From an optimization exercise on the open Yosys and OpenROAD flow, aimed at small area, a short achievable clock period and few clock cycles; shortcuts taken in it are not production practice.
Function was checked by simulation only, so behaviour that the tests miss may differ from the original.

==> flow/design.v (excerpt) <==
module sqrt
  #( parameter I_WIDTH = 16,
               F_WIDTH = 16)
  (input [I_WIDTH+F_WIDTH-1:0] N_in,
   output [I_WIDTH+F_WIDTH-1:0] out,
   input clk, rst, in_valid,
   output reg out_valid, ready
  );
clock: 30.0 ns
lec_check: 0
cap_margin: 50
core_margin: 2
core_utilization: 50
cts_cluster_diameter: 100
cts_cluster_size: 30
place_density: 0.72
slew_margin: 60
run.sh (not shown) runs the stock make flow with config.mk's settings and CLKGATE_MAP_FILE= SYNTH_SCRIPT=/design/flow/synth_recipe.tcl, a recipe that flattens the netlist after the stock synthesis.
Testbench counts at the start, summed over its fixed seeds: cycles 34,118.
Change:
==> flow/flow/run.sh (new file) <==
#!/bin/bash
# The standard layout, with one change to synthesis: Yosys's synth runs without its quick
# abc pass (SYNTH_ARGS = -noabc). The full adders that extract_fa then finds in the multiplier's
# carry-save tree keep the polarity the RTL gives them, which saves the inverters that otherwise
# sit between them. Everything else (the final abc, registers, floorplan, power grid, placement,
# clock tree, routing) is the standard flow's.
set -euo pipefail
work="$(cd "$(dirname "$0")/.." && pwd)"
cd "$work"
echo 'export SYNTH_ARGS = -noabc' >> config.mk
bash standard.sh > "$work/standard.log" 2>&1
==> flow/standard.sh (new file) <==
#!/bin/bash
# synth_recipe.tcl (not shown) runs the flow's synth.tcl, then flattens the netlist and writes it again
# the make line also repeats each setting of config.mk as NAME=value (left out here)
make -C /OpenROAD-flow-scripts/flow DESIGN_CONFIG=/design/flow/config.mk WORK_HOME=/design/flow/orfs CLKGATE_MAP_FILE= SYNTH_SCRIPT=/design/flow/synth_recipe.tcl "${@:-finish}"
- CORE_UTILIZATION: 50 -> 40
- CTS_CLUSTER_DIAMETER: 100 -> 60
- CTS_CLUSTER_SIZE: 30 -> 20
- PLACE_DENSITY: 0.72 -> 0.6
- SYNTH_ARGS: not set -> -noabc
removed: flow/run.sh
Clock skew is higher by 0.0065 ns.
Register-to-register slack is worse by 0.76 ns.
Cell count shrinks by about 2%.
Die area rises by about 20%.
Via count fell by 3.4%.
Cell area fell by about 0.6%.
Routed wire length climbs by about 4.7%.
Non-clock buffer count is higher by 24.
Hold slack hardly moves.
Core utilization fell by 9.6 points.
Change:
==> flow/run.sh (new file) <==
#!/bin/bash
# synth_recipe.tcl (not shown) runs the flow's synth.tcl, then flattens the netlist and writes it again
# the make line also repeats each setting of config.mk as NAME=value (left out here)
make -C /OpenROAD-flow-scripts/flow DESIGN_CONFIG=/design/flow/config.mk WORK_HOME=/design/flow/orfs CLKGATE_MAP_FILE= SYNTH_SCRIPT=/design/flow/synth_recipe.tcl finish
- SYNTH_ARGS: -noabc -> not set
removed: flow/flow/run.sh
removed: flow/standard.sh
Outcome: The changed run finished clean. Utilization came out lower by 0.28 points. Synthesized cell count came out higher by 9.6%. Design area came out higher by 1.9%.

========
run A:
Another version of the RTL of sqrt (not shown whole).
Design sqrt, start of the top module:
module sqrt
  #( parameter I_WIDTH = 16,
               F_WIDTH = 16)
  (input [I_WIDTH+F_WIDTH-1:0] N_in,
   output [I_WIDTH+F_WIDTH-1:0] out,
   input clk, rst, in_valid,
   output reg out_valid, ready
  );
Settings: LEC_CHECK=0, CAP_MARGIN=50, CORE_MARGIN=2, CORE_UTILIZATION=40, CTS_CLUSTER_DIAMETER=60, CTS_CLUSTER_SIZE=20, PLACE_DENSITY=0.6, SLEW_MARGIN=60, SYNTH_ARGS=-noabc; clock period 30.0 ns.
standard.sh (not shown) runs the stock make flow with config.mk's settings and CLKGATE_MAP_FILE= SYNTH_SCRIPT=/design/flow/synth_recipe.tcl, a recipe that flattens the netlist after the stock synthesis.
==> flow/flow/run.sh <==
#!/bin/bash
# The standard layout, with one change to synthesis: Yosys's synth runs without its quick
# abc pass (SYNTH_ARGS = -noabc). The full adders that extract_fa then finds in the multiplier's
# carry-save tree keep the polarity the RTL gives them, which saves the inverters that otherwise
# sit between them. Everything else (the final abc, registers, floorplan, power grid, placement,
# clock tree, routing) is the standard flow's.
set -euo pipefail
work="$(cd "$(dirname "$0")/.." && pwd)"
cd "$work"
echo 'export SYNTH_ARGS = -noabc' >> config.mk
bash standard.sh > "$work/standard.log" 2>&1
Testbench counts of run A, summed over its fixed seeds: cycles 35,140.
[inputs] run B vs run A
- PLACE_DENSITY changed from 0.6 to 0.72
- SYNTH_ARGS removed (was -noabc)
- CORE_UTILIZATION changed from 40 to 50
==> flow/run.sh (new file) <==
#!/bin/bash
# synth_recipe.tcl (not shown) runs the flow's synth.tcl, then flattens the netlist and writes it again
# the make line also repeats each setting of config.mk as NAME=value (left out here)
make -C /OpenROAD-flow-scripts/flow DESIGN_CONFIG=/design/flow/config.mk WORK_HOME=/design/flow/orfs CLKGATE_MAP_FILE= SYNTH_SCRIPT=/design/flow/synth_recipe.tcl finish
removed: flow/flow/run.sh
removed: flow/standard.sh
### Flow results
Run B ended up with a higher met3 layer wire length in the routed design than run A did. A slowest stage cell on the critical path of sky130_fd_sc_hd__dfxtp_1 is what run B shows, while sky130_fd_sc_hd__fa_1 belongs to run A. Per the comparison of run B with run A, fraction of the cycle the final worst path needs -0.61 points, worst setup slack saw an increase, number of antenna violations at the first check in global routing roughly the same.

what the ideal ports hide:
The flow's constraints put no driver on any port. The routed layouts listed below were extracted and timed again, unchanged, in two steps.
Step 1: set_driving_cell puts a clkbuf_16 on clk and a buf_2 on each other input, an assumption about the parent block.
Step 2 moves the port delays by t, midway between the first and last clock arrival at a register: inputs arrive t later, outputs are due t later. That takes back most of the time a late clock gives input paths.
Slacks: no drivers / after step 1 / after step 2; pairs: no drivers / after step 1.
run	shift t [ns]	setup slack, ns	worst setup path after step 2	worst register clock-pin slew, ns	worst slew at a driven data input, ns
the first run of note 1	0.496	21.749 / 21.695 / 21.821	register to register	0.08 / 0.08	0.04
the second run of note 1	0.506	21.064 / 21.064 / 21.064	register to register	0.08 / 0.08	0.04
the third run of note 1	0.499	21.752 / 21.700 / 21.808	register to register	0.09 / 0.09	0.04
run A	0.502	21.514 / 21.514 / 21.514	register to register	0.08 / 0.08	0.04
run B	0.495	21.697 / 21.646 / 21.814	register to register	0.07 / 0.07	0.04
After both steps every run listed still meets setup and hold.
